This design comes from an exercise in tuning for small area and a short achievable clock period on the open sky130 flow, not from production work.
RTL that was checked went through simulation tests only; none was proved equivalent to the original.
No activity file was given, so power comes from the tool's default toggle rates.

## job 5290
## AHB_Mul
module AHB_Mul(
    input HCLK,
    input HRESETn,
    input [31:0]M_AHB_0_haddr,
    input [2:0]M_AHB_0_hburst,
    input M_AHB_0_hmastlock,
    input [3:0]M_AHB_0_hprot,
    output reg [31:0]M_AHB_0_hrdata,
    output M_AHB_0_hready,
    output M_AHB_0_hresp,
    input [2:0]M_AHB_0_hsize,
    input [1:0]M_AHB_0_htrans,
    input [31:0]M_AHB_0_hwdata,
    input M_AHB_0_hwrite,
    output[3:0] led
    );
export LEC_CHECK = 0
export ABC_AREA = 1
export CAP_MARGIN = 20
export CORE_MARGIN = 2
export CORE_UTILIZATION = 40
export PLACE_DENSITY = 0.6
export SETUP_SLACK_MARGIN = 4.5
export SLEW_MARGIN = 20
create_clock -name core_clock -period 10.0 [get_ports {HCLK}]
standard.sh (not shown) runs the stock make flow with config.mk's settings and CLKGATE_MAP_FILE= SYNTH_SCRIPT=/design/flow/synth_recipe.tcl, a recipe that flattens the netlist after the stock synthesis.
==> flow/flow/run.sh <==
#!/bin/bash
# Own layout flow: the standard synthesis and layout, with two changes:
#  - after synthesis, fixfa.py removes the inverters that Yosys's full-adder
#    extraction leaves between adder cells (each adder may be swapped for its
#    complemented form, fa(~a,~b,~c) = ~fa(a,b,c));
#  - the port buffers are buf_4 cells instead of the slow delay buffers that
#    buffer_ports picks by default.
# Each tool's full output goes to a log file of its own in this folder.
set -euo pipefail
R=orfs/results/sky130hd/AHB_Mul/base
bash standard.sh synth > synth.log 2>&1
cp $R/1_2_yosys.v yosys_orig.v
python3 flow/fixfa.py yosys_orig.v $R/1_2_yosys.v > fixfa.log 2>&1
rm -f $R/1_synth.odb $R/1_synth.sdc
bash standard.sh BUFFER_PORTS_ARGS="-buffer_cell sky130_fd_sc_hd__buf_4" finish > finish.log 2>&1
Other scripts of this flow, unchanged in this note and not shown: flow/flow/fixfa.py
For job 4675, these inputs were changed with respect to job 5290:
-- flow/config.mk --
<<< job 5290, line 12
export PLACE_DENSITY = 0.6
export SETUP_SLACK_MARGIN = 4.5
export SLEW_MARGIN = 20
>>> job 4675, line 12
export PLACE_DENSITY = 0.6
export SETUP_SLACK_MARGIN = 4
export SLEW_MARGIN = 20
--- outcome ---
Job 4675 finished end to end and its layout was clean on timing, DRC and antenna.
Job 5290 went all the way through the flow, and no timing, DRC or antenna check failed.
Job 4675 vs job 5290: first-pass iteration count of the detailed router down
Comparing cell area for job 4675 and job 5290, the smaller number came from job 4675.
Number of fill cells in the layout (lower): job 5290
Clock tree buffer count of the final layout, job 4675 and job 5290: smaller value in job 4675
Job 5290 → job 4675: non-clock buffer count down 107; switching component of the power down 150 uW; synthesized instance count flat.
The part of the power in combinational logic of job 4675 is lower than that of job 5290.
p_c[29] as the destination of the critical timing path was reported by job 5290, and p_c[30] by job 4675.
| final worst-path setup slack | job 4675 vs job 5290 | 450 ps lower |
Total power in job 4675 is about 5.6% lower than in job 5290
For job 7874, these inputs were changed with respect to job 4675:
-- flow/config.mk --
<<< job 4675, line 12
export PLACE_DENSITY = 0.6
export SETUP_SLACK_MARGIN = 4
export SLEW_MARGIN = 20
>>> job 7874, line 12
export PLACE_DENSITY = 0.6
export SETUP_SLACK_MARGIN = 3
export SLEW_MARGIN = 20
--- outcome ---
Job 7874 finished every stage and its layout cleared the timing, DRC and antenna checks.
Job 4675 completed; timing, DRC and antenna clean
The lower share of total power consumed by net switching came out of job 7874.
Sort job 7874 and job 4675 by setup slack after layout asc -> top: job 7874
Compared with job 4675, job 7874 degrades clock period minus worst slack.
Looking at power, job 7874 sits below job 4675.
Compared with job 4675, job 7874 ends up with less cell area.
TritonCTS buffer count in job 7874 is 2.7% above job 4675.
Sort job 7874 and job 4675 by number of nets in the finished design desc -> top: job 4675
The following lists how job 5314 was set up differently from job 7874:
-- flow/config.mk --
<<< job 7874, line 11
export CORE_UTILIZATION = 40
export PLACE_DENSITY = 0.6
export SETUP_SLACK_MARGIN = 3
export SLEW_MARGIN = 20
>>> job 5314, line 11
export CORE_UTILIZATION = 40
export CTS_BUF_LIST = sky130_fd_sc_hd__clkbuf_4 sky130_fd_sc_hd__clkbuf_8
export PLACE_DENSITY = 0.6
export SETUP_SLACK_MARGIN = 4
export SLEW_MARGIN = 20
==> comparison <==
In the reports for job 7874 and job 5314, the larger final cell utilization of the core belongs to job 5314.
When job 5314 is measured against job 7874, its area occupied by multi-input gates turns out 280 um2 higher.
Comparing job 7874 and job 5314, total vias in the final route is higher on job 5314.
Changes observed in job 5314 relative to job 7874: non-clock buffer count increased by about 18% relative to the old numbers, insertion delay to the later sink of the worst-skew pair has increased, wire length saw an increase.

---

AHB_Mul, a different RTL version from the one above (not shown whole).
Size: about 24000 sq um of cells after synthesis.
clock: 10.0 ns
lec_check: 0
abc_area: 1
cap_margin: 5
core_margin: 2
core_utilization: 40
cts_cluster_diameter: 100
cts_cluster_size: 30
place_density: 0.6
setup_slack_margin: 4.5
slew_margin: 5
==> flow/flow/run.sh <==
#!/bin/bash
# Own layout flow: the standard synthesis and layout, with two changes:
#  - after synthesis, fixfa.py removes the inverters that Yosys's full-adder
#    extraction leaves between adder cells (each adder may be swapped for its
#    complemented form, fa(~a,~b,~c) = ~fa(a,b,c));
#  - the port buffers are buf_1 cells instead of the slow delay buffers that
#    buffer_ports picks by default.
# Each tool's full output goes to a log file of its own in this folder.
set -euo pipefail
R=orfs/results/sky130hd/AHB_Mul/base
bash standard.sh synth > synth.log 2>&1
cp $R/1_2_yosys.v yosys_orig.v
python3 flow/fixfa.py yosys_orig.v $R/1_2_yosys.v > fixfa.log 2>&1
rm -f $R/1_synth.odb $R/1_synth.sdc
bash standard.sh BUFFER_PORTS_ARGS="-buffer_cell sky130_fd_sc_hd__buf_1" finish > finish.log 2>&1
Other scripts of this flow, unchanged in this note and not shown: flow/flow/fixfa.py
Rerun with:
--- a/flow/config.mk
+++ b/flow/config.mk
@@ -8,3 +8,3 @@
 export ABC_AREA = 1
-export CAP_MARGIN = 5
+export CAP_MARGIN = 20
 export CORE_MARGIN = 2
@@ -14,3 +14,3 @@
 export PLACE_DENSITY = 0.6
-export SETUP_SLACK_MARGIN = 4.5
-export SLEW_MARGIN = 5
+export SETUP_SLACK_MARGIN = 4.6
+export SLEW_MARGIN = 20
Effect: The changed run went through all stages and came out clean; fmax grows by 3.0%; sequential cell count does not change; sequential share of layout area shrinks by 0.93 points; count of clock-buffer cells in the layout grows by 1; core utilization grows by 1.2 points; non-clock buffer count grows by 33; clock skew grows by 15 ps; worst setup slack gains 160 ps; synthesized cell count does not change; global-route usage grows by 0.38 points; final area grows by about 2.7%.
Rerun with:
--- a/flow/config.mk
+++ b/flow/config.mk
@@ -14,3 +14,3 @@
 export PLACE_DENSITY = 0.6
-export SETUP_SLACK_MARGIN = 4.6
+export SETUP_SLACK_MARGIN = 4.5
 export SLEW_MARGIN = 20
The changed run went through all stages and came out clean. Clock-buffer cell count falls by 1. Final area falls by about 2.8%. Setup slack degrades by 83 ps. Wire length falls by 1.6%. Power falls by 0.50%. Sequential share of layout area rises by 0.98 points. Global-route usage falls by 0.42 points. Core utilization falls by 1.3 points. Hold slack improves by 7.6 ps. Critical path depth rises by 1. Sequential power is about the same.
Rerun with:
--- a/flow/flow/run.sh
+++ b/flow/flow/run.sh
@@ -5,3 +5,3 @@
 #    complemented form, fa(~a,~b,~c) = ~fa(a,b,c));
-#  - the port buffers are buf_1 cells instead of the slow delay buffers that
+#  - the port buffers are buf_2 cells instead of the slow delay buffers that
 #    buffer_ports picks by default.
@@ -14,2 +14,2 @@
 rm -f $R/1_synth.odb $R/1_synth.sdc
-bash standard.sh BUFFER_PORTS_ARGS="-buffer_cell sky130_fd_sc_hd__buf_1" finish > finish.log 2>&1
+bash standard.sh BUFFER_PORTS_ARGS="-buffer_cell sky130_fd_sc_hd__buf_2" finish > finish.log 2>&1
After rerunning: Fmax shrinks by a few percent; die area is unchanged; clock skew rose by 7.1 ps; final area shrinks slightly; combinational power is about the same; via count drops slightly; worst setup slack got worse by 110 ps.
Rerun with:
--- a/flow/flow/run.sh
+++ b/flow/flow/run.sh
@@ -5,3 +5,3 @@
 #    complemented form, fa(~a,~b,~c) = ~fa(a,b,c));
-#  - the port buffers are buf_2 cells instead of the slow delay buffers that
+#  - the port buffers are buf_1 cells instead of the slow delay buffers that
 #    buffer_ports picks by default.
@@ -14,2 +14,2 @@
 rm -f $R/1_synth.odb $R/1_synth.sdc
-bash standard.sh BUFFER_PORTS_ARGS="-buffer_cell sky130_fd_sc_hd__buf_2" finish > finish.log 2>&1
+bash standard.sh BUFFER_PORTS_ARGS="-buffer_cell sky130_fd_sc_hd__buf_1" finish > finish.log 2>&1
--- a/flow/config.mk
+++ b/flow/config.mk
@@ -13,2 +13,3 @@
 export CTS_CLUSTER_SIZE = 30
+export GPL_ROUTABILITY_DRIVEN = 0
 export PLACE_DENSITY = 0.6
After rerunning: The changed run finished with timing, DRC and antenna clean. Synthesized area stays the same. Via count goes up by 3.4%. Global-route usage stays flat.
Rerun with:
--- a/flow/config.mk
+++ b/flow/config.mk
@@ -11,5 +11,4 @@
 export CORE_UTILIZATION = 40
-export CTS_CLUSTER_DIAMETER = 100
-export CTS_CLUSTER_SIZE = 30
-export GPL_ROUTABILITY_DRIVEN = 0
+export CTS_CLUSTER_DIAMETER = 80
+export CTS_CLUSTER_SIZE = 25
 export PLACE_DENSITY = 0.6
Result: The new run went through all stages and came out clean; die area stays the same; final area hardly moves; routed wire length is higher by 1.8%; critical path depth is higher by 2; worst setup slack loses 63 ps.

---

== violet ==
Another version of the RTL of AHB_Mul (not shown whole).
Size: ~2500 cells after synthesis, about 120 I/O pins, ~0.025 sq mm of cells after synthesis.
==> flow/design.v (excerpt) <==
module AHB_Mul(
    input HCLK,
    input HRESETn,
    input [31:0]M_AHB_0_haddr,
    input [2:0]M_AHB_0_hburst,
    input M_AHB_0_hmastlock,
    input [3:0]M_AHB_0_hprot,
    output reg [31:0]M_AHB_0_hrdata,
    output M_AHB_0_hready,
    output M_AHB_0_hresp,
    input [2:0]M_AHB_0_hsize,
    input [1:0]M_AHB_0_htrans,
    input [31:0]M_AHB_0_hwdata,
    input M_AHB_0_hwrite,
    output[3:0] led
    );
==> flow/config.mk <==
export PLATFORM = sky130hd
export DESIGN_NAME = AHB_Mul
export DESIGN_NICKNAME = AHB_Mul
export VERILOG_FILES = /design/flow/design.v
export SDC_FILE = /design/flow/constraint.sdc
export NUM_CORES = 4
export LEC_CHECK = 0
export ABC_AREA = 1
export CAP_MARGIN = 20
export CORE_MARGIN = 2
export CORE_UTILIZATION = 40
export PLACE_DENSITY = 0.6
export SETUP_SLACK_MARGIN = 4.7
export SLEW_MARGIN = 20
==> flow/constraint.sdc <==
create_clock -name core_clock -period 10.0 [get_ports {HCLK}]
set_input_delay 2.0000 -clock core_clock [delete_from_list [all_inputs] [get_ports {HCLK}]]
set_output_delay 2.0000 -clock core_clock [all_outputs]
set_load 0.01 [all_outputs]
==> flow/flow/run.sh <==
#!/bin/bash
# Own layout flow: the standard synthesis and layout, with two changes:
#  - after synthesis, fixfa.py removes the inverters that Yosys's full-adder
#    extraction leaves between adder cells (each adder may be swapped for its
#    complemented form, fa(~a,~b,~c) = ~fa(a,b,c));
#  - the port buffers are buf_4 cells instead of the slow delay buffers that
#    buffer_ports picks by default.
# Each tool's full output goes to a log file of its own in this folder.
set -euo pipefail
R=orfs/results/sky130hd/AHB_Mul/base
bash standard.sh synth > synth.log 2>&1
cp $R/1_2_yosys.v yosys_orig.v
python3 flow/fixfa.py yosys_orig.v $R/1_2_yosys.v > fixfa.log 2>&1
rm -f $R/1_synth.odb $R/1_synth.sdc
bash standard.sh BUFFER_PORTS_ARGS="-buffer_cell sky130_fd_sc_hd__buf_4" finish > finish.log 2>&1
Other scripts of this flow, unchanged in this note and not shown: flow/flow/fixfa.py
violet: all stages complete, timing, DRC and antenna checks passed
Changes in amber relative to violet:
- swapping 4.7 for 4.5 in SETUP_SLACK_MARGIN
Notes after the runs:
Higher via count among violet and amber: violet. Compared with violet, in amber required time of the worst setup path neither gained nor lost much; met1 wire length saw an increase.
Input-level comparison between maple and amber:
- putting CTS_CLUSTER_DIAMETER at 100 where nothing was set
- putting CTS_CLUSTER_SIZE at 30 where nothing was set
The higher wire length of maple and amber is in amber.
[compare] base=amber new=maple: non-clock buffer count shows a reduction of 3; sum of internal, switching and leakage power fell about 10%; maximum operating frequency went down.
A capturing element of the worst setup path of M_AHB_0_hrdata[10] is what maple shows, while p_c[23] belongs to amber.

---

Another version of the RTL of AHB_Mul (not shown whole).
Size: about 2,600 cells after synthesis, about 330 flip-flops, about 120 I/O pins.
## AHB_Mul
module AHB_Mul(
    input HCLK,
    input HRESETn,
    input [31:0]M_AHB_0_haddr,
    input [2:0]M_AHB_0_hburst,
    input M_AHB_0_hmastlock,
    input [3:0]M_AHB_0_hprot,
    output reg [31:0]M_AHB_0_hrdata,
    output M_AHB_0_hready,
    output M_AHB_0_hresp,
    input [2:0]M_AHB_0_hsize,
    input [1:0]M_AHB_0_htrans,
    input [31:0]M_AHB_0_hwdata,
    input M_AHB_0_hwrite,
    output[3:0] led
    );
    assign M_AHB_0_hready = 1'b1;
    assign M_AHB_0_hresp = 1'b0;
    reg [31:0] mem_A, mem_B, mem_C, mem_D, mem_E, mem_F, mem_G, mem_H;
    reg [31:0] p_s, p_c;      
    reg        w_act;         
    reg [3:0]  addr_q;        
    assign led[3:0] = mem_A[3:0];
    always @(posedge HCLK) begin
        w_act  <= HRESETn & M_AHB_0_htrans[1] & M_AHB_0_hwrite;
        addr_q <= M_AHB_0_haddr[5:2];
    end
    wire [31:0] wd = M_AHB_0_hwdata;
    wire mul_we = w_act & ~addr_q[3];
  ...
export LEC_CHECK = 0
export ABC_AREA = 1
export CAP_MARGIN = 20
export CORE_MARGIN = 2
export CORE_UTILIZATION = 40
export PLACE_DENSITY = 0.6
export SETUP_SLACK_MARGIN = 5
export SLEW_MARGIN = 20
create_clock -name core_clock -period 10.0 [get_ports {HCLK}]
run.sh (not shown) runs the stock make flow with config.mk's settings and CLKGATE_MAP_FILE= SYNTH_SCRIPT=/design/flow/synth_recipe.tcl, a recipe that flattens the netlist after the stock synthesis.
Stock flow here: none of the scripts above is used.
Change:
Settings changed: SETUP_SLACK_MARGIN 5 to 3.
Cell area decreases by 15%.
Global-route usage decreases by 2.4 points.
Die area stays the same.
Wire length decreases by 9.5%.
Clock skew increases by 0.017 ns.
Power decreases by 6.9%.
Function was not checked in any run of this note: the RTL went through the layout flow alone.

---

== lane 1 ==
Another version of the RTL of AHB_Mul (not shown whole).
Size in the first run: ~2500 cells after synthesis, ~120 I/O pins.
clock: 10.0 ns
lec_check: 0
abc_area: 1
cap_margin: 20
core_margin: 2
core_utilization: 50
cts_cluster_diameter: 100
cts_cluster_size: 30
place_density: 0.7
setup_slack_margin: 4.5
slew_margin: 20
standard.sh (not shown) runs the stock make flow with config.mk's settings and CLKGATE_MAP_FILE= SYNTH_SCRIPT=/design/flow/synth_recipe.tcl, a recipe that flattens the netlist after the stock synthesis.
Scripts as last shown in full above: flow/flow/run.sh
Other scripts of this flow, unchanged in this note and not shown: flow/flow/fixfa.py
> inputs changed (lane 1 -> lane 2)
--- a/flow/flow/run.sh
+++ b/flow/flow/run.sh
@@ -5,3 +5,3 @@
 #    complemented form, fa(~a,~b,~c) = ~fa(a,b,c));
-#  - the port buffers are buf_4 cells instead of the slow delay buffers that
+#  - the port buffers are buf_2 cells instead of the slow delay buffers that
 #    buffer_ports picks by default.
@@ -14,2 +14,2 @@
 rm -f $R/1_synth.odb $R/1_synth.sdc
-bash standard.sh BUFFER_PORTS_ARGS="-buffer_cell sky130_fd_sc_hd__buf_4" finish > finish.log 2>&1
+bash standard.sh BUFFER_PORTS_ARGS="-buffer_cell sky130_fd_sc_hd__buf_2" finish > finish.log 2>&1
Results
Compared with lane 1, in lane 2 maximum clock rate held steady; routed wire length held steady; post-route non-filler standard cell count held steady; final cycle utilization of the critical path held steady.
Final period demand of the worst path (higher): lane 1
Lane 2 vs lane 1, post-placement setup slack went up by 38 ps.
Looking at arrival time of data at the critical path endpoint across lane 1 and lane 2, the one that comes out higher is lane 1.
Lane 2 vs. lane 1: total power lower, average vias per placed instance picked up an extra 0.65%.
When the final numbers for lane 1 and lane 2 were put side by side, the fill cell instance count of the final layout turned out to be smaller in lane 1.
First element of the critical path: M_AHB_0_hwdata[9] -> lane 1, p_s[9]$_DFF_P_ -> lane 2
The following lists how lane 3 was set up differently from lane 2:
- CORE_UTILIZATION now 40, was 50
- SETUP_SLACK_MARGIN now 4.7, was 4.5
- PLACE_DENSITY now 0.6, was 0.7
--- a/flow/flow/run.sh
+++ b/flow/flow/run.sh
@@ -5,3 +5,3 @@
 #    complemented form, fa(~a,~b,~c) = ~fa(a,b,c));
-#  - the port buffers are buf_2 cells instead of the slow delay buffers that
+#  - the port buffers are buf_4 cells instead of the slow delay buffers that
 #    buffer_ports picks by default.
@@ -14,2 +14,2 @@
 rm -f $R/1_synth.odb $R/1_synth.sdc
-bash standard.sh BUFFER_PORTS_ARGS="-buffer_cell sky130_fd_sc_hd__buf_2" finish > finish.log 2>&1
+bash standard.sh BUFFER_PORTS_ARGS="-buffer_cell sky130_fd_sc_hd__buf_4" finish > finish.log 2>&1
==> comparison <==
Combinational group share of total power: higher on lane 3
Min placeable core region across lane 2 and lane 3: lane 2
Detailed route, lane 3 vs lane 2: via total lower for lane 3
Looking at cell area, lane 3 sits 5.6% higher than lane 2 does.
Per the comparison of lane 3 with lane 2, count of clock-buffer cells in the layout rose by about 12%, clock tree skew after final layout rose by 27 ps.

separate check: timing with driven ports:
In the flow no input, the clock included, has a driving cell. The finished layouts below were timed again as built, in two steps. Step 1: set_driving_cell puts a clkbuf_16 on HCLK and a buf_2 on each other input, an assumption about the parent block. Step 2 also shifts input and output timing later by t, the mid clock arrival at the registers, as if the neighbouring blocks saw the same clock. a / b / c = ideal / step 1 / step 2; a / b = the first two.
run | t (ns) | setup slack, ns | worst setup path at the end | worst slew at a driven data input, ns
job 5290 | 0.627 | 4.515 / 4.485 / 3.857 | input to register | 0.18
job 4675 | 0.619 | 4.066 / 4.071 / 3.477 | input to register | 0.06
job 7874 | 0.621 | 3.221 / 3.246 / 2.625 | input to register | 0.08
job 5314 | 0.712 | 3.973 / 4.002 / 3.291 | input to register | 0.06
the first run of note 2 | 0.629 | 4.455 / 4.394 / 3.962 | input to register | 0.09
the second run of note 2 | 0.615 | 4.615 / 4.555 / 4.058 | input to register | 0.10
the third run of note 2 | 0.629 | 4.533 / 4.471 / 3.935 | input to register | 0.08
the fourth run of note 2 | 0.627 | 4.418 / 4.355 / 3.835 | input to register | 0.08
the fifth run of note 2 | 0.612 | 4.452 / 4.394 / 3.840 | input to register | 0.08
the sixth run of note 2 | 0.646 | 4.389 / 4.325 / 3.835 | input to register | 0.09
violet | 0.623 | 4.705 / 4.703 / 4.093 | input to register | 0.10
amber | 0.629 | 4.547 / 4.487 / 3.953 | input to register | 0.07
maple | 0.629 | 4.518 / 4.459 / 3.941 | input to register | 0.07
the first run of note 4 | 0.635 | 4.035 / 4.035 / 3.453 | input to register | 0.05
the second run of note 4 | 0.629 | 3.198 / 3.233 / 2.604 | input to register | 0.04
lane 1 | 0.613 | 4.484 / 4.454 / 3.859 | input to register | 0.11
lane 2 | 0.611 | 4.488 / 4.429 / 3.930 | input to register | 0.11
lane 3 | 0.630 | 4.621 / 4.659 / 4.029 | input to register | 0.15
After both steps every run listed still meets setup and hold. For job 5314, which loses most, drivers alone change the setup slack by +0.029 ns; drivers and shift together by -0.682 ns.
